Background: an optimization exercise with open tools, aiming at small area. Do not read the settings as production practice. Function was checked by simulation only, so behaviour that the tests miss may differ from the original. The clock cells of runs 1 and 3 to 6 come from the design's own scripts or RTL, not from TritonCTS. No driver is modelled on the clock port, so clock power and skew are understated where the tree is cut down; a real chip needs a root buffer or a tree. Power figures rest on the tool's default switching activity, not on a simulated workload.

==> flow/design.v <==
module pattern_controller (
    input  wire       clk,
    input  wire       reset_n,
    input  wire [1:0] pattern_type,
    input  wire [2:0] color,
    input  wire [2:0] speed,
    output reg        start,
    output reg  [2:0] img_grb,
    output wire       img_all,
    output reg  [2:0] img_pos
);
    reg [1:0]  type_reg;
    reg [2:0]  color_reg;
    reg [2:0]  speed_reg;
    reg        update;         
    reg        running;        
    reg [12:0] step_lo;
    reg [4:0]  step_hi;
    reg [1:0]  pos_delta;      
    reg        direction;
    reg        flash_state;
    localparam [12:0] LO_FIRST = 13'h05a3;   
    localparam [12:0] LO_NEXT  = 13'h0b46;   
    localparam [12:0] LO_TERM  = 13'h0dbe;
    function [2:0] color_value;
        input [2:0] sel;
        case (sel)
            3'd0: color_value = 3'b010;
            3'd1: color_value = 3'b100;
            3'd2: color_value = 3'b001;
            3'd3: color_value = 3'b110;
            3'd4: color_value = 3'b101;
            3'd5: color_value = 3'b011;
            3'd6: color_value = 3'b111;
            default: color_value = 3'b000;
        endcase
    endfunction
    wire changed = (pattern_type != type_reg) || (color != color_reg) || (speed != speed_reg);
    wire lo_end  = (step_lo == LO_TERM);
    wire expire  = running && !update && lo_end && (step_hi == 5'd25);
    wire [2:0] cv = color_value(color_reg);
    wire       step_back = pos_delta[1] & pos_delta[0];
    wire [2:0] led_position = img_pos + {step_back, step_back, pos_delta[0]};
    assign img_all = pos_delta[1] & ~pos_delta[0];
    always @(posedge clk) begin
        if (update | expire)
            step_lo <= LO_FIRST;
        else if (lo_end)
            step_lo <= LO_NEXT;
        else
            step_lo <= {step_lo[11:0], step_lo[12] ^ step_lo[9]};
    end
    always @(posedge clk or negedge reset_n) begin
        if (!reset_n) begin
            type_reg <= 2'b00;
            color_reg <= 3'b000;
            speed_reg <= 3'b000;
            start <= 1'b0;
            update <= 1'b0;
            running <= 1'b0;
            step_hi <= 5'h0;
            pos_delta <= 2'b00;
            direction <= 0;
            flash_state <= 0;
            img_grb <= 3'b000;
            img_pos <= 3'd0;
        end else begin
            start <= update | expire;
            update <= !update && changed;
            type_reg <= pattern_type;
            color_reg <= color;
            speed_reg <= speed;
            if (update)
                running <= 1'b1;
            if (update | expire)
                step_hi <= {1'b0, speed_reg, 1'b0};
            else if (lo_end)
                step_hi <= step_hi - 1'b1;
            if (update) begin
                img_grb <= cv;
                case (type_reg)
                    2'b01, 2'b10: begin
                        img_pos <= 3'd0;
                        pos_delta <= 2'b00;
                        direction <= 1'b0;
                    end
                    default: begin
                        img_pos <= led_position;
                        pos_delta <= 2'b10;
                        if (type_reg == 2'b11)
                            flash_state <= 1'b1;
                    end
                endcase
            end else if (expire) begin
                case (type_reg)
                    2'b01: begin
                        img_grb <= cv;
                        img_pos <= led_position;
                        pos_delta <= 2'b01;
                    end
                    2'b10: begin
                        img_grb <= cv;
                        img_pos <= led_position;
                        if (direction == 1'b0) begin
                            pos_delta <= 2'b01;
                            if (led_position >= 3'd6) direction <= 1'b1;
                        end else begin
                            pos_delta <= 2'b11;
                            if (led_position <= 3'd1) direction <= 1'b0;
                        end
                    end
                    2'b11: begin
                        flash_state <= ~flash_state;
                        img_grb <= flash_state ? cv : 3'b000;
                        img_pos <= led_position;
                        pos_delta <= 2'b10;
                    end
                    default: ;
                endcase
            end
        end
    end
endmodule
module ws2812_driver (
    input  wire       clk,
    input  wire       reset_n,
    input  wire       start,
    input  wire [2:0] img_grb,
    input  wire       img_all,
    input  wire [2:0] img_pos,
    output reg        led_data
);
    reg [6:0] cnt;
    reg [3:0] sr;
    reg [2:0] bit_cnt;
    reg [2:0] led_idx;    
    localparam [6:0] HIGH0 = 7'b1001001;   
    localparam [6:0] HIGH1 = 7'b1110111;   
    localparam [6:0] LOW0  = 7'b1010100;   
    localparam [6:0] LOW1  = 7'b0010110;   
    localparam [6:0] GAP0  = 7'b1110110;   
    localparam [6:0] GAPN  = 7'b1000000;   
    localparam [6:0] TERM  = 7'b0110100;
    wire term     = (cnt == TERM);
    wire led_done = (sr[2:0] == 3'b000);
    wire blk_zero = (bit_cnt == 3'd0) && (led_idx == 3'd0);
    wire [2:0] word = (img_all || img_pos == led_idx) ? img_grb : 3'b000;
    wire idle = (sr == 4'b0000) && blk_zero;
    always @(posedge clk) begin
        if (idle ? start : term) begin
            if (idle | !led_data & led_done & sr[3] & (led_idx != 3'd0))
                cnt <= TERM;
            else if (led_data)
                cnt <= sr[3] ? LOW1 : LOW0;
            else if (!led_done)
                cnt <= sr[3] ? HIGH1 : HIGH0;
            else if (sr[3])
                cnt <= GAP0;
            else
                cnt <= GAPN;
        end else begin
            cnt <= {cnt[5:0], cnt[6] ^ cnt[0]};
        end
    end
    always @(posedge clk or negedge reset_n) begin
        if (!reset_n) begin
            sr <= 4'b0000;
            bit_cnt <= 3'd0;
            led_idx <= 3'd0;
            led_data <= 1'b0;
        end else if (idle) begin
            if (start) begin
                sr <= {word, 1'b1};
                led_idx <= led_idx + 1'b1;
            end
        end else if (term) begin
            if (led_data) begin
                led_data <= 1'b0;
                bit_cnt <= bit_cnt + 1'b1;
                if (bit_cnt == 3'd7)
                    sr <= {sr[2:0], 1'b0};
            end else if (!led_done) begin
                led_data <= 1'b1;
            end else if (sr[3]) begin
                if (led_idx != 3'd0) begin
                    sr <= {word, 1'b1};
                    led_idx <= led_idx + 1'b1;
                end else begin
                    sr <= 4'b0000;
                    bit_cnt <= bit_cnt + 1'b1;
                end
            end else begin
                bit_cnt <= bit_cnt + 1'b1;
                if (bit_cnt == 3'd7)
                    led_idx <= led_idx + 1'b1;
            end
        end
    end
endmodule
module top_led_controller #(
    parameter NUM_LED = 8
)(
    input  wire clk,
    input  wire reset_n,
    input  wire [1:0] pattern_type,
    input  wire [2:0] color,
    input  wire [2:0] speed,
    output wire led_data
);
    wire       start;
    wire [2:0] img_grb;
    wire       img_all;
    wire [2:0] img_pos;
    pattern_controller u_pattern_controller (
        .clk(clk), .reset_n(reset_n),
        .pattern_type(pattern_type), .color(color), .speed(speed),
        .start(start), .img_grb(img_grb), .img_all(img_all), .img_pos(img_pos)
    );
    ws2812_driver u_ws2812_driver (
        .clk(clk), .reset_n(reset_n), .start(start),
        .img_grb(img_grb), .img_all(img_all), .img_pos(img_pos),
        .led_data(led_data)
    );
endmodule
==> flow/flow/run.sh <==
#!/bin/bash
# Own layout flow:
#  1. the standard synthesis (bash standard.sh synth), unchanged;
#  2. its combinational logic re-mapped by ABC for area, flip-flop cells and
#     their names untouched: several ABC scripts (deep synthesis with fixed
#     seeds and stop rules) are tried, and the smallest result is used whose
#     logic between flip-flops and ports a SAT proof shows equal to the
#     standard synthesis's;
#  3. the standard layout steps with single-drive port buffers and a clock
#     tree of small buffers without dummy loads.
# Each tool's output goes to a log_*.txt file in the work folder.
set -uo pipefail
W=$(pwd)
F=$W/flow
R=$W/orfs/results/$FLOW_PLATFORM/top_led_controller/base
L=$W/orfs/logs/$FLOW_PLATFORM/top_led_controller/base
LIB=$FLOW_HOME/platforms/$FLOW_PLATFORM/lib/sky130_fd_sc_hd__tt_025C_1v80.lib

bash standard.sh synth > $W/log_synth.txt 2>&1 || exit 1
cp $R/1_2_yosys.v $W/std_synth.v

python3 $F/splitlib.py $LIB $W/comb.lib $W/seq.lib > $W/log_splitlib.txt 2>&1 || exit 1
DU=$(grep -o -- "-dont_use [A-Za-z0-9_]*" $L/1_2_yosys.log | sort -u | tr '\n' ' ')
python3 $F/cutff.py $W/seq.lib $W/std_synth.v $W/eq_gold.v gold 2> $W/log_cut_gold.txt

cand() {
    local s=$1 n
    n=$(basename $s .script)
    yosys -p "read_liberty -lib $W/seq.lib; read_liberty $W/comb.lib; read_verilog $W/std_synth.v; hierarchy -top $FLOW_TOP; flatten; opt_clean; abc -script $s -liberty $LIB $DU; opt_clean -purge; hilomap -singleton -hicell sky130_fd_sc_hd__conb_1 HI -locell sky130_fd_sc_hd__conb_1 LO; splitnets; opt_clean -purge; rename -enumerate; tee -o $W/${n}.stat stat -liberty $LIB; write_verilog -noattr -nohex -nodec $W/${n}.v" > $W/log_${n}.txt 2>&1 || return
    python3 $F/cutff.py $W/seq.lib $W/${n}.v $W/eq_${n}.v gate 2> $W/log_cut_${n}.txt || return
    yosys -p "read_liberty $W/comb.lib; read_verilog $W/eq_gold.v $W/eq_${n}.v; hierarchy -check; flatten gold gate; miter -equiv -flatten -make_outputs gold gate miter; hierarchy -top miter; sat -verify -prove trigger 0 miter" > $W/log_eq_${n}.txt 2>&1 || return
    echo "$n $(grep -o "Chip area for module .*: [0-9.]*" $W/${n}.stat | grep -o "[0-9.]*$")" > $W/ok_${n}.txt
}
export -f cand
export W F LIB DU FLOW_TOP
ls $F/abc_*.script | xargs -P ${NUM_CORES:-4} -I{} bash -c 'cand {}'
cat $W/ok_*.txt > $W/log_candidates.txt 2>/dev/null
best=$(sort -k2 -g $W/log_candidates.txt | head -1 | cut -d' ' -f1)
echo "chosen: ${best:-standard}" >> $W/log_candidates.txt
if [ -n "$best" ]; then
    cp $W/${best}.v $R/1_2_yosys.v
    rm -f $R/1_synth.odb $R/1_synth.sdc
fi

PORTBUF="BUFFER_PORTS_ARGS=-buffer_cell sky130_fd_sc_hd__buf_1"
bash standard.sh "$PORTBUF" place > $W/log_place.txt 2>&1 || exit 1

# Clock tree: a few clock buffers straight from the clock port, one per group
# of nearby flip-flops; the first configuration (smallest area first) whose
# estimated clock-pin slew stays under 0.115 ns is used, else TritonCTS.
for cfg in "3 sky130_fd_sc_hd__clkbuf_8" "4 sky130_fd_sc_hd__clkbuf_8" "3 sky130_fd_sc_hd__clkbuf_16"; do
    set -- $cfg
    if LIB=$LIB PLATFORM_DIR=$FLOW_HOME/platforms/$FLOW_PLATFORM IN_ODB=$R/3_place.odb IN_SDC=$R/3_place.sdc \
       NBUF=$1 BUFCELL=$2 MAX_SLEW=0.115 OUT_ODB=$R/4_1_cts.odb OUT_SDC=$W/cts_out.sdc \
       openroad -no_init -exit $F/mcts.tcl > $W/log_cts_$1_$2.txt 2>&1; then
        cp $R/4_1_cts.odb $R/4_cts.odb
        cp $W/cts_out.sdc $R/4_cts.sdc
        echo "clock tree: $cfg" > $W/log_cts_chosen.txt
        break
    fi
    rm -f $R/4_1_cts.odb
done

bash standard.sh "$PORTBUF" \
    CTS_ARGS="-sink_clustering_enable -repair_clock_nets -dont_use_dummy_load -buf_list sky130_fd_sc_hd__clkbuf_4 -sink_clustering_size 30 -sink_clustering_max_diameter 400" \
    finish > $W/log_layout.txt 2>&1 || exit 1
==> flow/flow/abc_c2amap.script <==
strash
&get -n
&fraig -x
&put
scorr
dc2
balance -l
resub -K 6 -l
rewrite -l
resub -K 6 -N 2 -l
refactor -l
resub -K 8 -l
balance -l
resub -K 8 -N 2 -l
rewrite -l
resub -K 10 -l
rewrite -z -l
resub -K 10 -N 2 -l
balance -l
resub -K 12 -l
refactor -z -l
resub -K 12 -N 2 -l
rewrite -z -l
balance -l
balance -l
resub -K 6 -l
rewrite -l
resub -K 6 -N 2 -l
refactor -l
resub -K 8 -l
balance -l
resub -K 8 -N 2 -l
rewrite -l
resub -K 10 -l
rewrite -z -l
resub -K 10 -N 2 -l
balance -l
resub -K 12 -l
refactor -z -l
resub -K 12 -N 2 -l
rewrite -z -l
balance -l
dch -f
amap
==> flow/flow/abc_c2nf.script <==
strash
&get -n
&fraig -x
&put
scorr
dc2
balance -l
resub -K 6 -l
rewrite -l
resub -K 6 -N 2 -l
refactor -l
resub -K 8 -l
balance -l
resub -K 8 -N 2 -l
rewrite -l
resub -K 10 -l
rewrite -z -l
resub -K 10 -N 2 -l
balance -l
resub -K 12 -l
refactor -z -l
resub -K 12 -N 2 -l
rewrite -z -l
balance -l
balance -l
resub -K 6 -l
rewrite -l
resub -K 6 -N 2 -l
refactor -l
resub -K 8 -l
balance -l
resub -K 8 -N 2 -l
rewrite -l
resub -K 10 -l
rewrite -z -l
resub -K 10 -N 2 -l
balance -l
resub -K 12 -l
refactor -z -l
resub -K 12 -N 2 -l
rewrite -z -l
balance -l
&get -n
&dch -f
&nf -R 1000
&put
==> flow/flow/abc_ds1_amap.script <==
strash
&get -n
&fraig -x
&put
scorr
dc2
&get -n
&deepsyn -J 300 -T 400 -S 1
&put
dch -f
amap
==> flow/flow/abc_ds1_nf.script <==
strash
&get -n
&fraig -x
&put
scorr
dc2
&get -n
&deepsyn -J 300 -T 400 -S 1
&put
&get -n
&dch -f
&nf -R 1000
&put
==> flow/flow/abc_ds2_amap.script <==
strash
&get -n
&fraig -x
&put
scorr
dc2
&get -n
&deepsyn -J 300 -T 400 -S 2
&put
dch -f
amap
==> flow/flow/abc_ds2_nf.script <==
strash
&get -n
&fraig -x
&put
scorr
dc2
&get -n
&deepsyn -J 300 -T 400 -S 2
&put
&get -n
&dch -f
&nf -R 1000
&put
==> flow/flow/abc_ds3_amap.script <==
strash
&get -n
&fraig -x
&put
scorr
dc2
&get -n
&deepsyn -J 300 -T 400 -S 3
&put
dch -f
amap
==> flow/flow/abc_ds3_nf.script <==
strash
&get -n
&fraig -x
&put
scorr
dc2
&get -n
&deepsyn -J 300 -T 400 -S 3
&put
&get -n
&dch -f
&nf -R 1000
&put
==> flow/flow/abc_ds4_amap.script <==
strash
&get -n
&fraig -x
&put
scorr
dc2
&get -n
&deepsyn -J 300 -T 400 -S 4
&put
dch -f
amap
==> flow/flow/abc_ds4_nf.script <==
strash
&get -n
&fraig -x
&put
scorr
dc2
&get -n
&deepsyn -J 300 -T 400 -S 4
&put
&get -n
&dch -f
&nf -R 1000
&put
==> flow/flow/abc_ds5_amap.script <==
strash
&get -n
&fraig -x
&put
scorr
dc2
&get -n
&deepsyn -J 300 -T 400 -S 5
&put
dch -f
amap
==> flow/flow/abc_ds5_nf.script <==
strash
&get -n
&fraig -x
&put
scorr
dc2
&get -n
&deepsyn -J 300 -T 400 -S 5
&put
&get -n
&dch -f
&nf -R 1000
&put
==> flow/flow/abc_ds6_amap.script <==
strash
&get -n
&fraig -x
&put
scorr
dc2
&get -n
&deepsyn -J 300 -T 400 -S 6
&put
dch -f
amap
==> flow/flow/abc_ds6_nf.script <==
strash
&get -n
&fraig -x
&put
scorr
dc2
&get -n
&deepsyn -J 300 -T 400 -S 6
&put
&get -n
&dch -f
&nf -R 1000
&put
==> flow/flow/abc_ds7_amap.script <==
strash
&get -n
&fraig -x
&put
scorr
dc2
&get -n
&deepsyn -J 300 -T 400 -S 7
&put
dch -f
amap
==> flow/flow/abc_ds7_nf.script <==
strash
&get -n
&fraig -x
&put
scorr
dc2
&get -n
&deepsyn -J 300 -T 400 -S 7
&put
&get -n
&dch -f
&nf -R 1000
&put
==> flow/flow/abc_ds8_amap.script <==
strash
&get -n
&fraig -x
&put
scorr
dc2
&get -n
&deepsyn -J 300 -T 400 -S 8
&put
dch -f
amap
==> flow/flow/abc_ds8_nf.script <==
strash
&get -n
&fraig -x
&put
scorr
dc2
&get -n
&deepsyn -J 300 -T 400 -S 8
&put
&get -n
&dch -f
&nf -R 1000
&put
==> flow/flow/cutff.py <==
#!/usr/bin/env python3
# Make a combinational model of a gate netlist: every flip-flop instance (cell
# type given by the seq liberty) is removed; its output nets become inputs
# ff_q_<i>, its input pins become outputs ff_<pin>_<i>, numbered by instance name.
import sys, re
seqlib, src, dst, modname = sys.argv[1:5]
seqcells = set(re.findall(r'\n\s*cell\s*\(\s*"?(\w+)"?\s*\)', open(seqlib).read()))
t = open(src).read()
m = re.search(r'module\s+(\S+)\s*\((.*?)\);(.*)endmodule', t, re.S)
ports, body = m.group(2), m.group(3)
ident = r'(?:\\\S+\s|[A-Za-z_][\w$]*)'
inst_re = re.compile(r'(\b[A-Za-z_]\w*)\s+(' + ident + r')\s*\((\s*\..*?)\);', re.S)
ffs = []
def repl(mm):
    if mm.group(1) in seqcells:
        pins = dict((p, n.strip()) for p, n in re.findall(r'\.(\w+)\s*\((.*?)\)\s*(?:,|$)', mm.group(3), re.S))
        ffs.append((mm.group(2).strip(), pins))
        return ''
    return mm.group(0)
body2 = inst_re.sub(repl, body)
ffs.sort()
extra_ports, decls, assigns = [], [], []
def esc(n):
    # an escaped identifier ends at white space
    return n + ' ' if n.startswith('\\') else n
for i, (name, pins) in enumerate(ffs):
    for p, n in sorted(pins.items()):
        n = esc(n)
        if p in ('Q', 'Q_N'):
            if n:
                pn = f'ff_{p}_{i}'
                extra_ports.append(pn); decls.append(f'  input {pn};')
                assigns.append(f'  assign {n} = {pn};')
        elif p in ('CLK', 'CLK_N'):
            continue
        else:
            pn = f'ff_{p}_{i}'
            extra_ports.append(pn); decls.append(f'  output {pn};')
            assigns.append(f'  assign {pn} = {n};')
out = f'module {modname}({ports}, {", ".join(extra_ports)});\n' + '\n'.join(decls) + '\n' + body2 + '\n'.join(assigns) + '\nendmodule\n'
open(dst, 'w').write(out)
print(len(ffs), 'flops cut', file=sys.stderr)
==> flow/flow/mcts.tcl <==
# Manual clock tree: the flip-flops' clock pins are split into NBUF groups by
# position (balanced k-means on x, y); each group gets one clock buffer at its centre,
# driven straight from the clock port.
read_liberty $::env(LIB)
read_db $::env(IN_ODB)
read_sdc $::env(IN_SDC)
source $::env(PLATFORM_DIR)/setRC.tcl
set nbuf $::env(NBUF)
set bufcell $::env(BUFCELL)
set block [ord::get_db_block]
set db [ord::get_db]
set clkname [get_name [lindex [get_property [lindex [all_clocks] 0] sources] 0]]
set clknet [$block findNet $clkname]
set sinks {}
foreach it [$clknet getITerms] {
  set inst [$it getInst]
  set bb [$inst getBBox]
  lappend sinks [list $it [expr {([$bb xMin] + [$bb xMax]) / 2.0}] [expr {([$bb yMin] + [$bb yMax]) / 2.0}]]
}
set n [llength $sinks]
# k-means, seeded by sorting on x
set sorted [lsort -real -index 1 $sinks]
set cent {}
for {set k 0} {$k < $nbuf} {incr k} {
  set s [lindex $sorted [expr {int(($k + 0.5) * $n / $nbuf)}]]
  lappend cent [list [lindex $s 1] [lindex $s 2]]
}
# balanced k-means: each group takes at most ceil(n / nbuf) sinks
set cap [expr {($n + $nbuf - 1) / $nbuf}]
for {set iter 0} {$iter < 50} {incr iter} {
  set pairs {}
  set i 0
  foreach s $sinks {
    for {set k 0} {$k < $nbuf} {incr k} {
      set c [lindex $cent $k]
      lappend pairs [list $i $k [expr {abs([lindex $s 1] - [lindex $c 0]) + abs([lindex $s 2] - [lindex $c 1])}]]
    }
    incr i
  }
  set pairs [lsort -real -index 2 $pairs]
  set owner [lrepeat $n -1]
  set fill [lrepeat $nbuf 0]
  foreach p $pairs {
    lassign $p i k d
    if {[lindex $owner $i] >= 0 || [lindex $fill $k] >= $cap} continue
    lset owner $i $k
    lset fill $k [expr {[lindex $fill $k] + 1}]
  }
  set groups {}
  for {set k 0} {$k < $nbuf} {incr k} { lappend groups {} }
  set i 0
  foreach s $sinks {
    set k [lindex $owner $i]
    lset groups $k [concat [lindex $groups $k] [list $s]]
    incr i
  }
  set cent {}
  foreach g $groups {
    set sx 0; set sy 0; set m [llength $g]
    if {$m == 0} { lappend cent [list 0 0]; continue }
    foreach s $g { set sx [expr {$sx + [lindex $s 1]}]; set sy [expr {$sy + [lindex $s 2]}] }
    lappend cent [list [expr {$sx / $m}] [expr {$sy / $m}]]
  }
}
set master [$db findMaster $bufcell]
for {set k 0} {$k < $nbuf} {incr k} {
  set g [lindex $groups $k]
  if {[llength $g] == 0} continue
  set inst [odb::dbInst_create $block $master "clkbuf_leaf_$k"]
  set c [lindex $cent $k]
  $inst setLocation [expr {int([lindex $c 0])}] [expr {int([lindex $c 1])}]
  $inst setPlacementStatus PLACED
  set net [odb::dbNet_create $block "clknet_leaf_$k"]
  $net setSigType CLOCK
  foreach s $g {
    set it [lindex $s 0]
    $it disconnect
    $it connect $net
  }
  [$inst findITerm A] connect $clknet
  [$inst findITerm X] connect $net
  puts "clock buffer $k: [llength $g] sinks"
}
set_propagated_clock [all_clocks]
detailed_placement
check_placement -verbose
estimate_parasitics -placement
set worst 0
foreach p [get_pins -hierarchical */CLK] {
  set s [get_property $p slew_max]
  if {$s > $worst} {set worst $s}
}
puts "worst flip-flop clock pin slew: $worst ns (limit $::env(MAX_SLEW))"
report_clock_skew
if {$worst > $::env(MAX_SLEW)} {
  puts "too slow, not written"
  exit 1
}
write_db $::env(OUT_ODB)
write_sdc -no_timestamp $::env(OUT_SDC)
==> flow/flow/splitlib.py <==
#!/usr/bin/env python3
# Split a liberty file into combinational cells and the rest (sequential cells).
import sys, re
src, comb_out, seq_out = sys.argv[1:4]
t = open(src).read()
# find top-level cell groups by brace matching
cells = []
i = 0
for m in re.finditer(r'\n\s*cell\s*\(', t):
    start = m.start()
    if cells and start < cells[-1][1]:
        continue
    j = t.index('{', m.end())
    depth = 0
    k = j
    while True:
        if t[k] == '{': depth += 1
        elif t[k] == '}':
            depth -= 1
            if depth == 0: break
        k += 1
    cells.append((start, k + 1))
head = t[:cells[0][0]]
tail = t[cells[-1][1]:]
comb, seq = [], []
for s, e in cells:
    body = t[s:e]
    if re.search(r'\b(ff|latch|statetable)\s*\(', body) or 'three_state' in body:
        seq.append(body)
    else:
        comb.append(body)
open(comb_out, 'w').write(head + ''.join(comb) + tail)
open(seq_out, 'w').write(head + ''.join(seq) + tail)
print(len(comb), 'comb', len(seq), 'seq')
==> flow/standard.sh <==
#!/bin/bash
# synth_recipe.tcl (not shown) runs the flow's synth.tcl, then flattens the netlist and writes it again
# the make line also repeats each setting of config.mk as NAME=value (left out here)
make -C /OpenROAD-flow-scripts/flow DESIGN_CONFIG=/design/flow/config.mk WORK_HOME=/design/flow/orfs CLKGATE_MAP_FILE= SYNTH_SCRIPT=/design/flow/synth_recipe.tcl "${@:-finish}"
==> flow/config.mk <==
export PLATFORM = sky130hd
export DESIGN_NAME = top_led_controller
export DESIGN_NICKNAME = top_led_controller
export VERILOG_FILES = /design/flow/design.v
export SDC_FILE = /design/flow/constraint.sdc
export NUM_CORES = 4
export LEC_CHECK = 0
export CAP_MARGIN = 20
export CORE_MARGIN = 2
export CORE_UTILIZATION = 70
export PLACE_DENSITY = 0.85
export SLEW_MARGIN = 20
==> flow/constraint.sdc <==
create_clock -name core_clock -period 10.0 [get_ports {clk}]
set_input_delay 2.0000 -clock core_clock [delete_from_list [all_inputs] [get_ports {clk}]]
set_output_delay 2.0000 -clock core_clock [all_outputs]
set_load 0.01 [all_outputs]
==> metrics.log, run 1 <==
INFO  metric p_switching = 0.128 mW
INFO  metric area_growth = 6.55%
INFO  metric critical_path_arrival = 4.21 ns
INFO  metric mostFrequentLayoutCell = sky130_fd_sc_hd__nor2_1
INFO  metric holdPathEnd = u_pattern_controller.step_lo[9]
INFO  metric n_antenna_cell = 0
INFO  metric routedWlPerCell = 12.5 um
INFO  metric dr_vias_cell = 5.53
INFO  metric pwr_density_cell = 195 nW/um2
INFO  metric holdCritStartpoint = u_pattern_controller.step_lo[8]
INFO  metric first_global_vias = 1,634
INFO  metric max_cap_violations = 0
INFO  metric drt_drc_violations_left = 0
INFO  metric holdPathStages = 2
INFO  metric most-common-layout-cells = sky130_fd_sc_hd__nor2_1, sky130_fd_sc_hd__dfrtp_1, sky130_fd_sc_hd__clkinv_1, sky130_fd_sc_hd__a21oi_1, sky130_fd_sc_hd__dfxtp_1
INFO  metric chipHeight = 61.0 um
INFO  metric internal_power = 0.345 mW
INFO  metric synthesis.area_per_instance = 9.17 um2
INFO  metric setup-tns-final = 0 ns
INFO  metric grt_antenna_before_repair = 0
INFO  metric setup_viol_count_final = 0
INFO  metric maximum_number_of_pins_on_one_net_before_global_route_repair = 38
INFO  metric finish.instance_area = 2420 um2
INFO  metric total_leakage_power = 0.992 nW
INFO  metric clk_transition_reported_paths = 0.09 ns
INFO  metric coreArea = 3080 um2
INFO  metric timing.final.max_slew_violations = 0
INFO  metric global_route.overflow_total = 0
INFO  metric setup.worst_path.end_class = flop
INFO  metric multi_input_comb_area = 823 um2
INFO  metric fin_crit_sh = 0.413
INFO  metric row_count = 20
INFO  metric regToRegSetupSlack = 5.87 ns
INFO  metric grtUsageTotal = 0.234
INFO  metric regMostFlops = u_pattern_controller.step_lo
INFO  metric crit_required = 10.08 ns
INFO  metric die_area = 3720 um2
INFO  metric fin_worst_skew = 0.0137 ns
INFO  metric die_x = 61.0 um
INFO  metric irDropWorstVdd = 0.0995 mV
INFO  metric placed_area = 2370 um2
INFO  metric max_slew_headroom = 0.410
INFO  metric share_seq_of_total_power = 0.632
INFO  metric min-delay-path-class = flop to flop
INFO  metric synth-warning-count = 2
INFO  metric outcome = timing/DRC/antenna clean
INFO  metric fmax = 0.242 GHz
INFO  metric numPortBuffers = 10
INFO  metric max_ffs_per_register = 13
INFO  metric grt_first_pass_wirelength = 6720 um
INFO  metric grt_setup_unrepaired = false
INFO  metric dpl.hpwl = 2890 um
INFO  metric power.combinational.fraction = 0.178
INFO  metric synthesis.instances = 248
INFO  metric detailedRoute.firstPassIterationCount = 5
INFO  metric register_area = 1330 um2
INFO  metric switching_share = 0.270
INFO  metric critical_path.reg2reg.startpoint = u_ws2812_driver.led_idx[2]
INFO  metric routabilityCongestion = 0.782
INFO  metric starting_density_of_the_core = 0.739
INFO  metric detailroute.via_count = 1,693
INFO  metric top_regs = u_pattern_controller.step_lo: 13 flops, u_ws2812_driver.cnt: 7 flops, u_pattern_controller.step_hi: 5 flops
INFO  metric timing.rr.end = u_ws2812_driver.led_idx[2]
INFO  metric pwr-share-clk = 0.190
INFO  metric finish.net_count = 274
INFO  metric syn_area = 2270 um2
INFO  metric timing.critical_path.fanout_max = 6
INFO  metric criticalPathCategory = flop to flop
INFO  metric startpoint_type = flop
INFO  metric worst-slew-pin-transition = 0.885 ns
INFO  metric drt.antenna.violating_nets = 0
INFO  metric drt_wl_total = 3840 um
INFO  metric final_layout_size_suffix_gt1_frac = 0.0191
INFO  metric nets_in_the_synthesized_netlist = 258
INFO  metric fin_hold_viols = 0
INFO  metric period_needed = 4.13 ns
INFO  metric insertion_delay = 0.15 ns
INFO  metric detailed_router_s_first_iteration_violation_count = 72
INFO  metric fillers = 210
INFO  metric worstRegToRegCells = 19
INFO  metric boundary_pin_count = 11
## through the flow
step                      hold WS, ns   util  total power [mW]  std cells  setup slack (ns)
after detailed placement        0.413  0.769             0.388        302              6.01
after global placement          0.409  0.769             0.387        302              6.29
after global routing            0.445  0.787             0.503        306              5.35
after floorplan                 0.404      -             0.362        248              6.68
final                           0.424  0.787             0.473        306              5.87
## final cells by class
class / count / area share
multi-input cells: 158 / 0.340
inverters: 33 / 0.0511
repair buffers: 10 / 0.0160
flip-flops and latches: 57 / 0.548
plain buffers: 4 / 0.0227
well taps: 44 / 0.0227
## worst max-delay path by stage
stage               slack, ns                          to  cells past startpoint                        from
floorplan                6.68  u_ws2812_driver.led_idx[2]                     19  u_ws2812_driver.led_idx[2]
global placement         6.29  u_ws2812_driver.led_idx[2]                     19  u_ws2812_driver.led_idx[2]
detailed placement       6.01  u_ws2812_driver.led_idx[2]                     19  u_ws2812_driver.led_idx[2]
global route             5.35  u_ws2812_driver.led_idx[2]                     19  u_ws2812_driver.led_idx[2]
finish                   5.87  u_ws2812_driver.led_idx[2]                     19  u_ws2812_driver.led_idx[2]
## power groups by stage
| stage | Sequential [mW] | Combinational [mW] | Clock, mW |
|---|---|---|---|
| 2_1_floorplan | 0.297 | 0.0649 | 0 |
| 3_3_place_gp | 0.303 | 0.0841 | 0 |
| 3_5_place_dp | 0.303 | 0.0847 | 0 |
| 5_1_grt | 0.306 | 0.0986 | 0.0989 |
| 6_report | 0.299 | 0.0843 | 0.0896 |
## layer usage
| layer | part of all wire | track usage | up-vias |
|---|---|---|---|
| met5 | 0 | 0 | - |
| met4 | 0.0096 | 0.0528 | 0 |
| met3 | 0.031 | 0.0192 | 4 |
| met2 | 0.48 | 0.418 | 28 |
| met1 | 0.48 | 0.314 | 780 |
| li1 | - | - | 881 |
## critical path: stages (launching register included)
cell and delay [ns]:
sky130_fd_sc_hd__dfrtp_1 0.43, sky130_fd_sc_hd__nor3_1 0.11, sky130_fd_sc_hd__nand4_1 0.14, sky130_fd_sc_hd__nor2b_1 0.22, sky130_fd_sc_hd__clkinv_1 0.16, sky130_fd_sc_hd__o21ai_0 0.22
sky130_fd_sc_hd__nor2_1 0.06, sky130_fd_sc_hd__nor3_1 0.47, sky130_fd_sc_hd__and2_0 0.28, sky130_fd_sc_hd__and3_1 0.22, sky130_fd_sc_hd__nor2_1 0.05, sky130_fd_sc_hd__o31ai_1 0.43
sky130_fd_sc_hd__clkinv_1 0.29, sky130_fd_sc_hd__nor2_1 0.18, sky130_fd_sc_hd__a21oi_1 0.13, sky130_fd_sc_hd__nor2_1 0.20, sky130_fd_sc_hd__clkinv_1 0.11, sky130_fd_sc_hd__nor2_1 0.18
sky130_fd_sc_hd__nor2_1 0.06, sky130_fd_sc_hd__a21oi_1 0.11
==> inputs of run 2 (changes only) <==
--- a/flow/flow/run.sh
+++ b/flow/flow/run.sh
@@ -49,9 +49,9 @@
 # of nearby flip-flops; the first configuration (smallest area first) whose
 # estimated clock-pin slew stays under 0.115 ns is used, else TritonCTS.
-for cfg in "3 sky130_fd_sc_hd__clkbuf_8" "4 sky130_fd_sc_hd__clkbuf_8" "3 sky130_fd_sc_hd__clkbuf_16"; do
+for cfg in "3 sky130_fd_sc_hd__clkbuf_8 1" "3 sky130_fd_sc_hd__clkbuf_8 0" "4 sky130_fd_sc_hd__clkbuf_8 1" "4 sky130_fd_sc_hd__clkbuf_8 0" "3 sky130_fd_sc_hd__clkbuf_16 1"; do
     set -- $cfg
     if LIB=$LIB PLATFORM_DIR=$FLOW_HOME/platforms/$FLOW_PLATFORM IN_ODB=$R/3_place.odb IN_SDC=$R/3_place.sdc \
-       NBUF=$1 BUFCELL=$2 MAX_SLEW=0.115 OUT_ODB=$R/4_1_cts.odb OUT_SDC=$W/cts_out.sdc \
-       openroad -no_init -exit $F/mcts.tcl > $W/log_cts_$1_$2.txt 2>&1; then
+       NBUF=$1 BUFCELL=$2 BALANCE=$3 MAX_SLEW=0.115 OUT_ODB=$R/4_1_cts.odb OUT_SDC=$W/cts_out.sdc \
+       openroad -no_init -exit $F/mcts.tcl > $W/log_cts_$1_$2_$3.txt 2>&1; then
         cp $R/4_1_cts.odb $R/4_cts.odb
         cp $W/cts_out.sdc $R/4_cts.sdc
--- a/flow/flow/mcts.tcl
+++ b/flow/flow/mcts.tcl
@@ -1,4 +1,4 @@
 # Manual clock tree: the flip-flops' clock pins are split into NBUF groups by
-# position (balanced k-means on x, y); each group gets one clock buffer at its centre,
+# position (k-means on x, y, balanced or not); each group gets one clock buffer at its centre,
 # driven straight from the clock port.
 read_liberty $::env(LIB)
@@ -26,6 +26,10 @@
   lappend cent [list [lindex $s 1] [lindex $s 2]]
 }
-# balanced k-means: each group takes at most ceil(n / nbuf) sinks
-set cap [expr {($n + $nbuf - 1) / $nbuf}]
+# k-means; balanced: each group takes at most ceil(n / nbuf) sinks
+if {$::env(BALANCE)} {
+  set cap [expr {($n + $nbuf - 1) / $nbuf}]
+} else {
+  set cap $n
+}
 for {set iter 0} {$iter < 50} {incr iter} {
   set pairs {}
--- a/flow/config.mk
+++ b/flow/config.mk
@@ -8,5 +8,5 @@
 export CAP_MARGIN = 20
 export CORE_MARGIN = 2
-export CORE_UTILIZATION = 70
-export PLACE_DENSITY = 0.85
+export CORE_UTILIZATION = 85
+export PLACE_DENSITY = 0.95
 export SLEW_MARGIN = 20
==> metrics.log, run 2 <==
INFO  metric row_count = 18 (-10%)
INFO  metric synth-warning-count = 2 (unchanged)
INFO  metric first_logged_error_message = [ERROR GPL-0301] Utilization 100.812 % exceeds 100%.
INFO  metric chipHeight = 55.7 um (-8.6%)
INFO  metric starting_density_of_the_core = 0.909 (+0.171)
INFO  metric synthesis.instances = 248 (unchanged)
INFO  metric die_x = 55.7 um (-8.6%)
INFO  metric syn_area = 2270 um2 (unchanged)
INFO  metric outcome = aborted with a tool error
INFO  metric nets_in_the_synthesized_netlist = 258 (unchanged)
INFO  metric synthesis.area_per_instance = 9.17 um2 (unchanged)
INFO  metric step_where_the_flow_halted = global placement without I/O
==> inputs of run 3 (changes only) <==
--- a/flow/config.mk
+++ b/flow/config.mk
@@ -8,5 +8,5 @@
 export CAP_MARGIN = 20
 export CORE_MARGIN = 2
-export CORE_UTILIZATION = 85
-export PLACE_DENSITY = 0.95
+export CORE_UTILIZATION = 75
+export PLACE_DENSITY = 0.9
 export SLEW_MARGIN = 20
==> metrics.log, run 3 <==
INFO  metric pwr_density_cell = 199 nW/um2
INFO  metric synth-warning-count = 2 (unchanged)
INFO  metric n_antenna_cell = 0
INFO  metric grt_first_pass_wirelength = 7290 um
INFO  metric fin_hold_viols = 0
INFO  metric critical_path_arrival = 4.23 ns
INFO  metric critical_path_cell_count = 19
INFO  metric worst_path_max_delay_cell = sky130_fd_sc_hd__nor3_1
INFO  metric top_regs = u_pattern_controller.step_lo: 13 flops, u_ws2812_driver.cnt: 7 flops, u_pattern_controller.step_hi: 5 flops
INFO  metric insertion_delay = 0.15 ns
INFO  metric finish.instance_area = 2410 um2
INFO  metric outcome = timing/DRC/antenna clean
INFO  metric grt_setup_unrepaired = false
INFO  metric finalPower = 0.479 mW
INFO  metric global_route.overflow_total = 0
INFO  metric clk_transition_reported_paths = 0.09 ns
INFO  metric timing.critical_path.from = u_ws2812_driver.sr[3]
INFO  metric postLayoutSetupSlackWorst = 5.84 ns
INFO  metric grtUsageTotal = 0.266
INFO  metric syn_area = 2270 um2 (unchanged)
INFO  metric nets_in_the_synthesized_netlist = 258 (unchanged)
INFO  metric worst-slew-pin-transition = 0.880 ns
INFO  metric total_leakage_power = 0.992 nW
INFO  metric regMostFlops = u_pattern_controller.step_lo
INFO  metric most-common-layout-cells = sky130_fd_sc_hd__nor2_1, sky130_fd_sc_hd__dfrtp_1, sky130_fd_sc_hd__clkinv_1, sky130_fd_sc_hd__a21oi_1, sky130_fd_sc_hd__dfxtp_1
INFO  metric timing.final.max_slew_violations = 0
INFO  metric endpoint = u_ws2812_driver.led_idx[2]
INFO  metric critical_path.most_common_cell = sky130_fd_sc_hd__nor2_1
INFO  metric routedWlPerCell = 14.3 um
INFO  metric numPortBuffers = 10
INFO  metric stage_delay_of_the_slowest_cell_on_the_critical_path = 0.49 ns
INFO  metric coreArea = 2830 um2
INFO  metric dpl.hpwl = 3230 um
INFO  metric fmax = 0.241 GHz
INFO  metric placed_area = 2350 um2
INFO  metric routabilityCongestion = 0.906
INFO  metric finish.net_count = 274
INFO  metric die_x = 59.1 um (+6.0%)
INFO  metric critical_path.reg2reg.startpoint = u_ws2812_driver.sr[3]
INFO  metric cp_cell_sequence = nor2_1 -> nand4_1 -> nor2b_1 -> clkinv_1 -> o21ai_0 -> nor2_1 -> nor3_1 -> and2_0 -> and3_1 -> nor2_1 -> o31ai_1 -> clkinv_1 -> nor2_1 -> a21oi_1 -> nor2_1 -> clkinv_1 -> nor2_1 -> nor2_1 -> a21oi_1
INFO  metric fin_crit_sh = 0.416
INFO  metric regToRegSetupSlack = 5.84 ns
INFO  metric irDropWorstVdd = 0.159 mV
INFO  metric setup-tns-final = 0 ns
INFO  metric detailroute.via_count = 1,760
INFO  metric crit_buf_inv = 3
INFO  metric criticalPathCategory = flop to flop
INFO  metric startpoint_type = flop
INFO  metric detailedRoute.firstPassIterationCount = 4
INFO  metric period_needed = 4.16 ns
INFO  metric synthesis.area_per_instance = 9.17 um2 (unchanged)
INFO  metric hold_slack = 0.444 ns
INFO  metric drt_wl_total = 4180 um
INFO  metric area_growth = 5.83%
INFO  metric maximum_number_of_pins_on_one_net_before_global_route_repair = 38
INFO  metric detailed_router_s_first_iteration_violation_count = 110
INFO  metric setup_viol_count_final = 0
INFO  metric max_slew_headroom = 0.413
INFO  metric starting_density_of_the_core = 0.804 (-0.106)
INFO  metric drt_drc_violations_left = 0
INFO  metric setup.worst_path.end_class = flop
INFO  metric critical-path-top-delay-family = simple AND/OR/NAND/NOR gates
INFO  metric holdPathStages = 1
INFO  metric boundary_pin_count = 11
INFO  metric mostFrequentLayoutCell = sky130_fd_sc_hd__nor2_1
INFO  metric first_global_vias = 1,693
INFO  metric row_count = 19 (+1)
INFO  metric dr_vias_cell = 6.01
INFO  metric worstRegToRegCells = 19
INFO  metric max_cap_violations = 0
INFO  metric max_ffs_per_register = 13
INFO  metric chipHeight = 59.1 um (+6.0%)
INFO  metric fin_worst_skew = 0.0103 ns
INFO  metric post-place-ws = 5.99 ns
INFO  metric final_layout_size_suffix_gt1_frac = 0.0191
INFO  metric grt_antenna_before_repair = 0
INFO  metric min-delay-path-class = flop to flop
INFO  metric drt.antenna.violating_nets = 0
INFO  metric crit_required = 10.07 ns
INFO  metric timing.rr.end = u_ws2812_driver.led_idx[2]
INFO  metric timing.critical_path.fanout_max = 6
INFO  metric synthesis.instances = 248 (unchanged)
INFO  metric die_area = 3490 um2
==> run 3: per-layer routing <==
metal  vias to the layer above  GRT usage  wire, um
met4                         0     0.0455        66
met5                         -          0         0
li1                        874          -         -
met1                       824      0.364      1800
met3                         9     0.0197       168
met2                        53      0.476      2150
==> run 3: area by class of cell <==
class | instances | area (um2)
sequential | 57 | 1330
multi-input combinational | 158 | 823
fill | 179 | 423
inverter | 33 | 124
buffer | 4 | 55.1
timing repair buffer | 10 | 38.8
tap | 31 | 38.8
==> run 3: worst min path at each step <==
stage                                    startpoint                              end  slack, ns
floorplan           u_pattern_controller.step_lo[2]  u_pattern_controller.step_lo[3]       0.40
global placement    u_pattern_controller.step_lo[2]  u_pattern_controller.step_lo[3]       0.42
detailed placement  u_pattern_controller.step_lo[7]  u_pattern_controller.step_lo[8]       0.43
global route        u_pattern_controller.step_lo[0]  u_pattern_controller.step_lo[1]       0.47
finish              u_pattern_controller.step_lo[7]  u_pattern_controller.step_lo[8]       0.44
==> run 3: power by group <==
group          internal, mW  switching [mW]
Clock                0.0368          0.0532
Combinational        0.0372          0.0520
Sequential            0.271          0.0288
Total                 0.345           0.134
==> run 3: per-stage QoR <==
stage           util  std cells
6_report       0.851        293
3_3_place_gp   0.831        289
2_1_floorplan      -        248
3_5_place_dp   0.831        289
5_1_grt        0.851        293
==> inputs of run 4 (changes only) <==
--- a/flow/config.mk
+++ b/flow/config.mk
@@ -8,5 +8,5 @@
 export CAP_MARGIN = 20
 export CORE_MARGIN = 2
-export CORE_UTILIZATION = 75
-export PLACE_DENSITY = 0.9
+export CORE_UTILIZATION = 70
+export PLACE_DENSITY = 0.85
 export SLEW_MARGIN = 20
==> metrics.log, run 4 <==
INFO  metric nets_in_the_synthesized_netlist = 258 (unchanged)
INFO  metric met3_usage = 0.0192 (-0.000461)
INFO  metric grt_setup_unrepaired = false
INFO  metric top_usage_layer = met2
INFO  metric starting_density_of_the_core = 0.739 (-0.0650)
INFO  metric routabilityCongestion = 0.782 (-14%)
INFO  metric timing.final.max_slew_violations = 0 (unchanged)
INFO  metric max_slew_headroom = 0.410 (-0.00360)
INFO  metric grt_first_pass_wirelength = 6720 um (-7.9%)
INFO  metric boundary_pin_count = 11 (unchanged)
INFO  metric multi_input_comb_area = 823 um2 (unchanged)
INFO  metric synth-warning-count = 2 (unchanged)
INFO  metric setup.worst_path.end_class = flop
INFO  metric max_ffs_per_register = 13 (unchanged)
INFO  metric maximum_number_of_pins_on_one_net_before_global_route_repair = 38 (unchanged)
INFO  metric fillers = 210 (+17%)
INFO  metric detailedRoute.firstPassIterationCount = 5 (+1)
INFO  metric numPortBuffers = 10 (unchanged)
INFO  metric drt.antenna.violating_nets = 0 (unchanged)
INFO  metric die_area = 3720 um2 (+6.7%)
INFO  metric crit_required = 10.08 ns (about the same)
INFO  metric final_layout_size_suffix_gt1_frac = 0.0191 (unchanged)
INFO  metric chipHeight = 61.0 um (+3.3%)
INFO  metric outcome = timing/DRC/antenna clean
INFO  metric global_route.overflow_total = 0 (unchanged)
INFO  metric setup_viol_count_final = 0 (unchanged)
INFO  metric top_regs = u_pattern_controller.step_lo: 13 flops, u_ws2812_driver.cnt: 7 flops, u_pattern_controller.step_hi: 5 flops
INFO  metric pwr_density_cell = 195 nW/um2 (-2.0%)
INFO  metric detailed_router_s_first_iteration_violation_count = 72 (-35%)
INFO  metric routedWlPerCell = 12.5 um (-12%)
INFO  metric utilization = 0.787 (-0.0635)
INFO  metric most-common-layout-cells = sky130_fd_sc_hd__nor2_1, sky130_fd_sc_hd__dfrtp_1, sky130_fd_sc_hd__clkinv_1, sky130_fd_sc_hd__a21oi_1, sky130_fd_sc_hd__dfxtp_1
INFO  metric critical_path_arrival = 4.21 ns (-0.02 ns)
INFO  metric first_global_vias = 1,634 (-3.5%)
INFO  metric period_needed = 4.13 ns (-0.0310 ns)
INFO  metric hold_slack = 0.424 ns (-0.0204 ns)
INFO  metric grt.met1_usage = 0.314 (-0.0504)
INFO  metric detailroute.via_count = 1,693 (-3.8%)
INFO  metric setup-tns-final = 0 ns (unchanged)
INFO  metric register_area = 1330 um2 (unchanged)
INFO  metric area_growth = 6.55%
INFO  metric syn_area = 2270 um2 (unchanged)
INFO  metric grt_antenna_before_repair = 0 (unchanged)
INFO  metric dpl.hpwl = 2890 um (-11%)
INFO  metric total_leakage_power = 0.992 nW (unchanged)
INFO  metric synthesis.area_per_instance = 9.17 um2 (unchanged)
INFO  metric worst-slew-pin-transition = 0.885 ns (+0.00540 ns)
INFO  metric fin_hold_viols = 0 (unchanged)
INFO  metric insertion_delay = 0.15 ns (about the same)
INFO  metric irDropWorstVdd = 0.0995 mV (-37%)
INFO  metric fin_worst_skew = 0.0137 ns (+0.00335 ns)
INFO  metric grtUsageTotal = 0.234 (-0.0317)
INFO  metric n_antenna_cell = 0 (unchanged)
INFO  metric fmax = 0.242 GHz (+0.75%)
INFO  metric startpoint_type = flop
INFO  metric die_x = 61.0 um (+3.3%)
INFO  metric clk_transition_reported_paths = 0.09 ns (about the same)
INFO  metric drt_wl_total = 3840 um (-8.2%)
INFO  metric mostFrequentLayoutCell = sky130_fd_sc_hd__nor2_1
INFO  metric max_cap_violations = 0 (unchanged)
INFO  metric coreArea = 3080 um2 (+8.8%)
INFO  metric timing.critical_path.fanout_max = 6 (unchanged)
INFO  metric row_count = 20 (+1)
INFO  metric regMostFlops = u_pattern_controller.step_lo
INFO  metric criticalPathCategory = flop to flop
INFO  metric drt_drc_violations_left = 0 (unchanged)
INFO  metric dr_vias_cell = 5.53 (-7.9%)
INFO  metric fin_crit_sh = 0.413 (-0.00310)
INFO  metric finish.net_count = 274 (unchanged)
INFO  metric synthesis.instances = 248 (unchanged)
INFO  metric min-delay-path-class = flop to flop
INFO  metric gr-usage-met2 = 0.418 (-0.0584)
## run 4: cell counts in the layout (fill, tap and decap cells not counted)
No cell type changed its count.
## run 4: where the power goes
| group | switching (mW) | internal [mW] |
|---|---|---|
| registers | 0.0277 | 0.271 |
| clock network | 0.0528 | 0.0368 |
| logic | 0.0472 | 0.0371 |
## run 4: path summary, 6_finish.rpt
kind | start | end | slack (ns) | cells past startpoint
max | u_ws2812_driver.led_idx[2] | u_ws2812_driver.led_idx[2] | 5.87 | 19
min | u_pattern_controller.step_lo[8] | u_pattern_controller.step_lo[9] | 0.42 | 2
max reg2reg | u_ws2812_driver.led_idx[2] | u_ws2812_driver.led_idx[2] | 5.87 | 19
min reg2reg | u_pattern_controller.step_lo[8] | u_pattern_controller.step_lo[9] | 0.42 | 2
max in group asynchronous | reset_n | u_pattern_controller.speed_reg[2] | 7.48 | 1
min in group asynchronous | reset_n | u_ws2812_driver.led_data | 1.96 | 1
## run 4: critical path, stage by stage (launching register included)
cell and delay [ns]:
sky130_fd_sc_hd__dfrtp_1 0.43, sky130_fd_sc_hd__nor3_1 0.11, sky130_fd_sc_hd__nand4_1 0.14, sky130_fd_sc_hd__nor2b_1 0.22
sky130_fd_sc_hd__clkinv_1 0.16, sky130_fd_sc_hd__o21ai_0 0.22, sky130_fd_sc_hd__nor2_1 0.06, sky130_fd_sc_hd__nor3_1 0.47
sky130_fd_sc_hd__and2_0 0.28, sky130_fd_sc_hd__and3_1 0.22, sky130_fd_sc_hd__nor2_1 0.05, sky130_fd_sc_hd__o31ai_1 0.43
sky130_fd_sc_hd__clkinv_1 0.29, sky130_fd_sc_hd__nor2_1 0.18, sky130_fd_sc_hd__a21oi_1 0.13, sky130_fd_sc_hd__nor2_1 0.20
sky130_fd_sc_hd__clkinv_1 0.11, sky130_fd_sc_hd__nor2_1 0.18, sky130_fd_sc_hd__nor2_1 0.06, sky130_fd_sc_hd__a21oi_1 0.11
## run 4: per-stage QoR
step	total power, mW	std cells	area (um2)	setup slack (ns)
2_1_floorplan	0.362	248	2270	6.68
3_3_place_gp	0.387	302	2370	6.29
3_5_place_dp	0.388	302	2370	6.01
5_1_grt	0.503	306	2420	5.35
6_report	0.473	306	2420	5.87
## run 4: layer usage
metal	vias to the layer above	share of wire
met2	28	0.48
met1	780	0.48
met4	0	0.0096
met5	-	0
li1	881	-
met3	4	0.031
## run 4: final cells by class
class                      instances  share of cell area
buffer                             4              0.0227
inverter                          33              0.0511
multi-input combinational        158               0.340
sequential                        57               0.548
tap                               44              0.0227
timing repair buffer              10              0.0160
==> inputs of run 5 (changes only) <==
--- a/flow/flow/run.sh
+++ b/flow/flow/run.sh
@@ -25,7 +25,9 @@
 
 cand() {
-    local s=$1 n
+    # cand SCRIPT INPUT_NETLIST: re-map INPUT_NETLIST with an ABC script; keep
+    # the result (ok_*.txt) only if it equals the standard synthesis's logic
+    local s=$1 in=$2 n
     n=$(basename $s .script)
-    yosys -p "read_liberty -lib $W/seq.lib; read_liberty $W/comb.lib; read_verilog $W/std_synth.v; hierarchy -top $FLOW_TOP; flatten; opt_clean; abc -script $s -liberty $LIB $DU; opt_clean -purge; hilomap -singleton -hicell sky130_fd_sc_hd__conb_1 HI -locell sky130_fd_sc_hd__conb_1 LO; splitnets; opt_clean -purge; rename -enumerate; tee -o $W/${n}.stat stat -liberty $LIB; write_verilog -noattr -nohex -nodec $W/${n}.v" > $W/log_${n}.txt 2>&1 || return
+    yosys -p "read_liberty -lib $W/seq.lib; read_liberty $W/comb.lib; read_verilog $in; hierarchy -top $FLOW_TOP; flatten; opt_clean; abc -script $s -liberty $LIB $DU; opt_clean -purge; hilomap -singleton -hicell sky130_fd_sc_hd__conb_1 HI -locell sky130_fd_sc_hd__conb_1 LO; splitnets; opt_clean -purge; rename -enumerate; tee -o $W/${n}.stat stat -liberty $LIB; write_verilog -noattr -nohex -nodec $W/${n}.v" > $W/log_${n}.txt 2>&1 || return
     python3 $F/cutff.py $W/seq.lib $W/${n}.v $W/eq_${n}.v gate 2> $W/log_cut_${n}.txt || return
     yosys -p "read_liberty $W/comb.lib; read_verilog $W/eq_gold.v $W/eq_${n}.v; hierarchy -check; flatten gold gate; miter -equiv -flatten -make_outputs gold gate miter; hierarchy -top miter; sat -verify -prove trigger 0 miter" > $W/log_eq_${n}.txt 2>&1 || return
@@ -34,5 +36,10 @@
 export -f cand
 export W F LIB DU FLOW_TOP
-ls $F/abc_*.script | xargs -P ${NUM_CORES:-4} -I{} bash -c 'cand {}'
+# first round from the standard synthesis, second round from the best first-round result
+ls $F/abc_*.script | xargs -P ${NUM_CORES:-4} -I{} bash -c "cand {} $W/std_synth.v"
+best1=$(cat $W/ok_abc_*.txt 2>/dev/null | sort -k2 -g | head -1 | cut -d' ' -f1)
+if [ -n "$best1" ]; then
+    ls $F/round2_*.script | xargs -P ${NUM_CORES:-4} -I{} bash -c "cand {} $W/${best1}.v"
+fi
 cat $W/ok_*.txt > $W/log_candidates.txt 2>/dev/null
 best=$(sort -k2 -g $W/log_candidates.txt | head -1 | cut -d' ' -f1)
@@ -49,5 +56,5 @@
 # of nearby flip-flops; the first configuration (smallest area first) whose
 # estimated clock-pin slew stays under 0.115 ns is used, else TritonCTS.
-for cfg in "3 sky130_fd_sc_hd__clkbuf_8 1" "3 sky130_fd_sc_hd__clkbuf_8 0" "4 sky130_fd_sc_hd__clkbuf_8 1" "4 sky130_fd_sc_hd__clkbuf_8 0" "3 sky130_fd_sc_hd__clkbuf_16 1"; do
+for cfg in "3 sky130_fd_sc_hd__clkbuf_8 1" "3 sky130_fd_sc_hd__clkbuf_8 0" "2 sky130_fd_sc_hd__clkbuf_16 1" "4 sky130_fd_sc_hd__clkbuf_8 1" "4 sky130_fd_sc_hd__clkbuf_8 0" "3 sky130_fd_sc_hd__clkbuf_16 1"; do
     set -- $cfg
     if LIB=$LIB PLATFORM_DIR=$FLOW_HOME/platforms/$FLOW_PLATFORM IN_ODB=$R/3_place.odb IN_SDC=$R/3_place.sdc \
==> flow/flow/abc_ds10_amap.script (new file) <==
strash
&get -n
&fraig -x
&put
scorr
dc2
&get -n
&deepsyn -J 300 -T 400 -S 10
&put
dch -f
amap
==> flow/flow/abc_ds10_nf.script (new file) <==
strash
&get -n
&fraig -x
&put
scorr
dc2
&get -n
&deepsyn -J 300 -T 400 -S 10
&put
&get -n
&dch -f
&nf -R 1000
&put
==> flow/flow/abc_ds11_amap.script (new file) <==
strash
&get -n
&fraig -x
&put
scorr
dc2
&get -n
&deepsyn -J 300 -T 400 -S 11
&put
dch -f
amap
==> flow/flow/abc_ds11_nf.script (new file) <==
strash
&get -n
&fraig -x
&put
scorr
dc2
&get -n
&deepsyn -J 300 -T 400 -S 11
&put
&get -n
&dch -f
&nf -R 1000
&put
==> flow/flow/abc_ds12_amap.script (new file) <==
strash
&get -n
&fraig -x
&put
scorr
dc2
&get -n
&deepsyn -J 300 -T 400 -S 12
&put
dch -f
amap
==> flow/flow/abc_ds12_nf.script (new file) <==
strash
&get -n
&fraig -x
&put
scorr
dc2
&get -n
&deepsyn -J 300 -T 400 -S 12
&put
&get -n
&dch -f
&nf -R 1000
&put
==> flow/flow/abc_ds9_amap.script (new file) <==
strash
&get -n
&fraig -x
&put
scorr
dc2
&get -n
&deepsyn -J 300 -T 400 -S 9
&put
dch -f
amap
==> flow/flow/abc_ds9_nf.script (new file) <==
strash
&get -n
&fraig -x
&put
scorr
dc2
&get -n
&deepsyn -J 300 -T 400 -S 9
&put
&get -n
&dch -f
&nf -R 1000
&put
==> flow/flow/round2_ds1_nf.script (new file) <==
strash
&get -n
&fraig -x
&put
scorr
dc2
&get -n
&deepsyn -J 300 -T 400 -S 1
&put
&get -n
&dch -f
&nf -R 1000
&put
==> flow/flow/round2_ds2_nf.script (new file) <==
strash
&get -n
&fraig -x
&put
scorr
dc2
&get -n
&deepsyn -J 300 -T 400 -S 2
&put
&get -n
&dch -f
&nf -R 1000
&put
removed: flow/flow/abc_c2amap.script
removed: flow/flow/abc_c2nf.script
==> metrics.log, run 5 <==
INFO  metric synthesis.instances = 220 (-11%)
INFO  metric irDropWorstVdd = 0.143 mV (+44%)
INFO  metric finish.net_count = 246 (-10%)
INFO  metric synthesis.area_per_instance = 10.3 um2 (+12%)
INFO  metric coreArea = 3080 um2 (unchanged)
INFO  metric drt_wl_total = 4120 um (+7.5%)
INFO  metric global_route.overflow_total = 0 (unchanged)
INFO  metric area_growth = 6.29%
INFO  metric critical_path.most_common_cell = sky130_fd_sc_hd__nand3_1
INFO  metric routabilityCongestion = 0.922 (+18%)
INFO  metric die_x = 60.9 um (-0.13%)
INFO  metric critical_path_arrival = 4.09 ns (-0.12 ns)
INFO  metric crit_buf_inv = 1 (-2)
INFO  metric chipHeight = 60.9 um (-0.13%)
INFO  metric drt.antenna.violating_nets = 0 (unchanged)
INFO  metric hold_slack = 0.460 ns (+0.0366 ns)
INFO  metric max_ffs_per_register = 13 (unchanged)
INFO  metric postLayoutSetupSlackWorst = 5.97 ns (+0.0962 ns)
INFO  metric dpl.hpwl = 3100 um (+7.3%)
INFO  metric detailroute.via_count = 1,624 (-4.1%)
INFO  metric multi_input_comb_area = 900 um2 (+9.3%)
INFO  metric insertion_delay = 0.17 ns (+0.02 ns)
INFO  metric n_antenna_cell = 0 (unchanged)
INFO  metric min-delay-path-class = flop to flop
INFO  metric dr_vias_cell = 5.84 (+5.6%)
INFO  metric finalPower = 0.492 mW (+4.1%)
INFO  metric startpoint_type = flop
INFO  metric stage_delay_of_the_slowest_cell_on_the_critical_path = 0.69 ns (+0.22 ns)
INFO  metric row_count = 20 (unchanged)
INFO  metric starting_density_of_the_core = 0.737 (-0.00203)
INFO  metric mostFrequentLayoutCell = sky130_fd_sc_hd__dfrtp_1
INFO  metric boundary_pin_count = 11 (unchanged)
INFO  metric total_leakage_power = 0.964 nW (-2.9%)
INFO  metric criticalPathCategory = flop to flop
INFO  metric first_global_vias = 1,609 (-1.5%)
INFO  metric pwr_density_cell = 204 nW/um2 (+4.6%)
INFO  metric fin_hold_viols = 0 (unchanged)
INFO  metric numPortBuffers = 10 (unchanged)
INFO  metric detailedRoute.firstPassIterationCount = 4 (-1)
INFO  metric crit_required = 10.06 ns (-0.02 ns)
INFO  metric max_slew_headroom = 0.421 (+0.0115)
INFO  metric setup_viol_count_final = 0 (unchanged)
INFO  metric grt_first_pass_wirelength = 7080 um (+5.3%)
INFO  metric worst_path_max_delay_cell = sky130_fd_sc_hd__a311oi_1
INFO  metric fin_crit_sh = 0.403 (-0.00962)
INFO  metric detailed_router_s_first_iteration_violation_count = 160 (+120%)
INFO  metric setup.worst_path.end_class = flop
INFO  metric timing.critical_path.fanout_max = 8 (+2)
INFO  metric clk_transition_reported_paths = 0.11 ns (+0.02 ns)
INFO  metric most-common-layout-cells = sky130_fd_sc_hd__dfrtp_1, sky130_fd_sc_hd__nand2_1, sky130_fd_sc_hd__nor2_1, sky130_fd_sc_hd__dfxtp_1, sky130_fd_sc_hd__a21oi_1
INFO  metric worst-slew-pin-transition = 0.868 ns (-0.0172 ns)
INFO  metric grt_antenna_before_repair = 0 (unchanged)
INFO  metric maximum_number_of_pins_on_one_net_before_global_route_repair = 38 (unchanged)
INFO  metric register_area = 1330 um2 (unchanged)
INFO  metric period_needed = 4.03 ns (-0.0962 ns)
INFO  metric nets_in_the_synthesized_netlist = 230 (-11%)
INFO  metric fillers = 199 (-5.2%)
INFO  metric outcome = timing/DRC/antenna clean
INFO  metric drt_drc_violations_left = 0 (unchanged)
INFO  metric cp_cell_sequence = nor2_1 -> nand3_1 -> nor4b_1 -> o21ai_0 -> clkinv_1 -> nand2_1 -> a311oi_1 -> nand4_1 -> a211oi_1 -> a21oi_1 -> or2_0 -> o31ai_1 -> nand3_1 -> xnor2_1
INFO  metric die_area = 3710 um2 (-0.26%)
INFO  metric synth-warning-count = 2 (unchanged)
INFO  metric critical-path-top-delay-family = compound AO/OA/AOI/OAI gates
INFO  metric syn_area = 2270 um2 (-0.28%)
INFO  metric fin_worst_skew = 0.0123 ns (-0.00137 ns)
INFO  metric routedWlPerCell = 14.8 um (+18%)
INFO  metric post-place-ws = 6.09 ns (+0.0766 ns)
INFO  metric regMostFlops = u_pattern_controller.step_lo
INFO  metric fmax = 0.248 GHz (+2.4%)
INFO  metric final_layout_size_suffix_gt1_frac = 0.0214 (+0.00228)
INFO  metric max_cap_violations = 0 (unchanged)
INFO  metric setup-tns-final = 0 ns (unchanged)
INFO  metric top_regs = u_pattern_controller.step_lo: 13 flops, u_ws2812_driver.cnt: 7 flops, u_pattern_controller.step_hi: 5 flops
INFO  metric timing.final.max_slew_violations = 0 (unchanged)
INFO  metric grt_setup_unrepaired = false
INFO  metric grtUsageTotal = 0.250 (+0.0159)
==> run 5: metrics by stage <==
stage,instance area (um2),util,instances
floorplan,2270,-,220
global route,2410,0.783,278
global placement,2370,0.770,275
finish,2410,0.783,278
detailed placement,2370,0.770,275
==> run 5: final timing paths <==
kind	start	end	slack, ns	cells past startpoint
min in group asynchronous	reset_n	u_pattern_controller.img_pos[0]	1.92	1
hold reg to reg	u_pattern_controller.step_lo[7]	u_pattern_controller.step_lo[8]	0.46	1
setup reg to reg	u_ws2812_driver.cnt[0]	u_ws2812_driver.led_idx[2]	5.97	14
hold / removal	u_pattern_controller.step_lo[7]	u_pattern_controller.step_lo[8]	0.46	1
setup / recovery	u_ws2812_driver.cnt[0]	u_ws2812_driver.led_idx[2]	5.97	14
max in group asynchronous	reset_n	u_pattern_controller.step_hi[4]	7.53	1
==> run 5: where the power goes <==
part / switching (mW) / total (mW) / leakage [nW] / internal (mW)
combinational: 0.0464 / 0.0881 / 0.327 / 0.0417
sequential: 0.0450 / 0.323 / 0.615 / 0.278
clock: 0.0534 / 0.0814 / 0.0216 / 0.0280
==> run 5: cell type report <==
| cell class | instances | share of cell area |
|---|---|---|
| Sequential cell | 57 | 0.550 |
| Buffer | 3 | 0.0171 |
| Multi-Input combinational cell | 152 | 0.373 |
| Timing Repair Buffer | 11 | 0.0192 |
| Tap cell | 44 | 0.0228 |
| Inverter | 11 | 0.0171 |
==> run 5: routing by layer <==
metal | global-route usage | vias up | share of wire
li1 | - | 791 | -
met1 | 0.351 | 771 | 0.44
met2 | 0.432 | 54 | 0.50
met3 | 0.0192 | 8 | 0.043
met4 | 0.0590 | 0 | 0.017
met5 | 0 | - | 0
==> inputs of run 6 (changes only) <==
--- a/flow/design.v
+++ b/flow/design.v
@@ -14,5 +14,4 @@
     reg [2:0]  speed_reg;
     reg        update;         
-    reg        running;        
     reg [12:0] step_lo;
     reg [4:0]  step_hi;
@@ -38,5 +37,6 @@
     wire changed = (pattern_type != type_reg) || (color != color_reg) || (speed != speed_reg);
     wire lo_end  = (step_lo == LO_TERM);
-    wire expire  = running && !update && lo_end && (step_hi == 5'd25);
+    wire parked  = step_hi[4] & ~step_hi[3];
+    wire expire  = !update && lo_end && (step_hi == 5'd25);
     wire [2:0] cv = color_value(color_reg);
     wire       step_back = pos_delta[1] & pos_delta[0];
@@ -58,6 +58,5 @@
             start <= 1'b0;
             update <= 1'b0;
-            running <= 1'b0;
-            step_hi <= 5'h0;
+            step_hi <= 5'd16;
             pos_delta <= 2'b00;
             direction <= 0;
@@ -71,9 +70,7 @@
             color_reg <= color;
             speed_reg <= speed;
-            if (update)
-                running <= 1'b1;
             if (update | expire)
                 step_hi <= {1'b0, speed_reg, 1'b0};
-            else if (lo_end)
+            else if (lo_end && !parked)
                 step_hi <= step_hi - 1'b1;
             if (update) begin
==> metrics.log, run 6 <==
INFO  metric detailed_router_s_first_iteration_violation_count = 126 (-21%)
INFO  metric grtUsageTotal = 0.214 (-0.0367)
INFO  metric register_area = 1300 um2 (-1.8%)
INFO  metric regToRegSetupSlack = 6.29 ns (+0.32 ns)
INFO  metric drt.antenna.violating_nets = 0 (unchanged)
INFO  metric drt_wl_total = 3610 um (-13%)
INFO  metric maximum_number_of_pins_on_one_net_before_global_route_repair = 37 (-2.6%)
INFO  metric finish.net_count = 268 (+8.9%)
INFO  metric timing.critical_path.from = u_pattern_controller.step_lo[10]
INFO  metric chipHeight = 60.5 um (-0.65%)
INFO  metric setup-tns-final = 0 ns (unchanged)
INFO  metric critical_path_cell_count = 17 (+3)
INFO  metric max_cap_violations = 0 (unchanged)
INFO  metric fin_worst_skew = 0.00634 ns (-0.00595 ns)
INFO  metric setup_viol_count_final = 0 (unchanged)
INFO  metric drt_drc_violations_left = 0 (unchanged)
INFO  metric grt_antenna_before_repair = 0 (unchanged)
INFO  metric regMostFlops = u_pattern_controller.step_lo
INFO  metric numPortBuffers = 10 (unchanged)
INFO  metric first_global_vias = 1,433 (-11%)
INFO  metric crit_required = 10.09 ns (+0.03 ns)
INFO  metric routabilityCongestion = 0.845 (-8.4%)
INFO  metric starting_density_of_the_core = 0.732 (-0.00421)
INFO  metric timing.final.max_slew_violations = 0 (unchanged)
INFO  metric worst-slew-pin-transition = 0.840 ns (-0.0276 ns)
INFO  metric timing.critical_path.fanout_max = 5 (-3)
INFO  metric die_x = 60.5 um (-0.65%)
INFO  metric fillers = 216 (+8.5%)
INFO  metric criticalPathCategory = flop to flop
INFO  metric dr_vias_cell = 5.47 (-6.4%)
INFO  metric outcome = timing/DRC/antenna clean
INFO  metric worst_path_max_delay_cell = sky130_fd_sc_hd__or4_1
INFO  metric startpoint_type = flop
INFO  metric placed_area = 2330 um2 (-1.6%)
run 6: changes by cell type in the layout (fill, tap and decap cells not counted), sizes merged, moves of 5 or more:
| cell | before | now |
|---|---|---|
| clkinv | 11 | 37 |
| nor2 | 20 | 38 |
| o21ai | 10 | 23 |
| xnor2 | 11 | 0 |
| nand2 | 24 | 14 |
| xor2 | 9 | 0 |
| and2 | 9 | 1 |
| nor2b | 1 | 8 |
| o22ai | 2 | 8 |
| nor3 | 4 | 9 |
run 6: worst register-to-register path, stage by stage, from the launching register on:
cell and delay [ns]:
sky130_fd_sc_hd__dfxtp_1 0.33, sky130_fd_sc_hd__clkinv_1 0.06, sky130_fd_sc_hd__or4_1 0.49, sky130_fd_sc_hd__nor4_1 0.47, sky130_fd_sc_hd__o21ai_0 0.31, sky130_fd_sc_hd__nor4_1 0.49
sky130_fd_sc_hd__clkinv_1 0.18, sky130_fd_sc_hd__nor2_1 0.17, sky130_fd_sc_hd__nor2_1 0.11, sky130_fd_sc_hd__clkinv_1 0.10, sky130_fd_sc_hd__nand2_1 0.07, sky130_fd_sc_hd__clkinv_1 0.07
sky130_fd_sc_hd__o221ai_1 0.12, sky130_fd_sc_hd__o21ai_0 0.24, sky130_fd_sc_hd__clkinv_1 0.12, sky130_fd_sc_hd__nor2_1 0.13, sky130_fd_sc_hd__nor2_1 0.05, sky130_fd_sc_hd__o21ai_0 0.14
run 6: worst min-delay path by stage:
stage                                           from                               end  slack, ns  cells after the start
floorplan            u_pattern_controller.step_lo[5]   u_pattern_controller.step_lo[6]       0.40                      2
global placement    u_pattern_controller.step_lo[10]  u_pattern_controller.step_lo[11]       0.41                      2
detailed placement   u_pattern_controller.step_lo[1]   u_pattern_controller.step_lo[2]       0.41                      2
global route        u_pattern_controller.step_lo[10]  u_pattern_controller.step_lo[11]       0.44                      2
finish              u_pattern_controller.step_lo[10]  u_pattern_controller.step_lo[11]       0.42                      2
run 6: power breakdown:
| part | internal, mW | switching, mW | total (mW) | leakage, nW |
|---|---|---|---|---|
| logic | 0.0392 | 0.0492 | 0.0884 | 0.322 |
| clock network | 0.0280 | 0.0531 | 0.0811 | 0.0216 |
| registers | 0.271 | 0.0316 | 0.303 | 0.602 |
| total | 0.338 | 0.134 | 0.472 | 0.946 |
run 6: layout make-up:
type	instances	share of cell area
multi-input cells	150	0.335
repair buffers	10	0.0164
well taps	44	0.0232
inverters	37	0.0586
flip-flops and latches	56	0.549
plain buffers	3	0.0174
run 6: metrics by stage:
stage / utilization / instances / setup WS, ns / hold WS [ns] / power, mW
finish: 0.777 / 300 / 6.29 / 0.425 / 0.472
global placement: 0.763 / 297 / 6.34 / 0.408 / 0.394
global route: 0.777 / 300 / 5.77 / 0.441 / 0.502
floorplan: - / 243 / 6.90 / 0.397 / 0.368
detailed placement: 0.763 / 297 / 6.26 / 0.413 / 0.396
run 6: metal layers:
metal	track usage	vias up	wire length, um
li1	-	870	-
met1	0.303	729	1840
met2	0.368	34	1600
met3	0.0171	7	114
met4	0.0404	0	57
met5	0	-	0
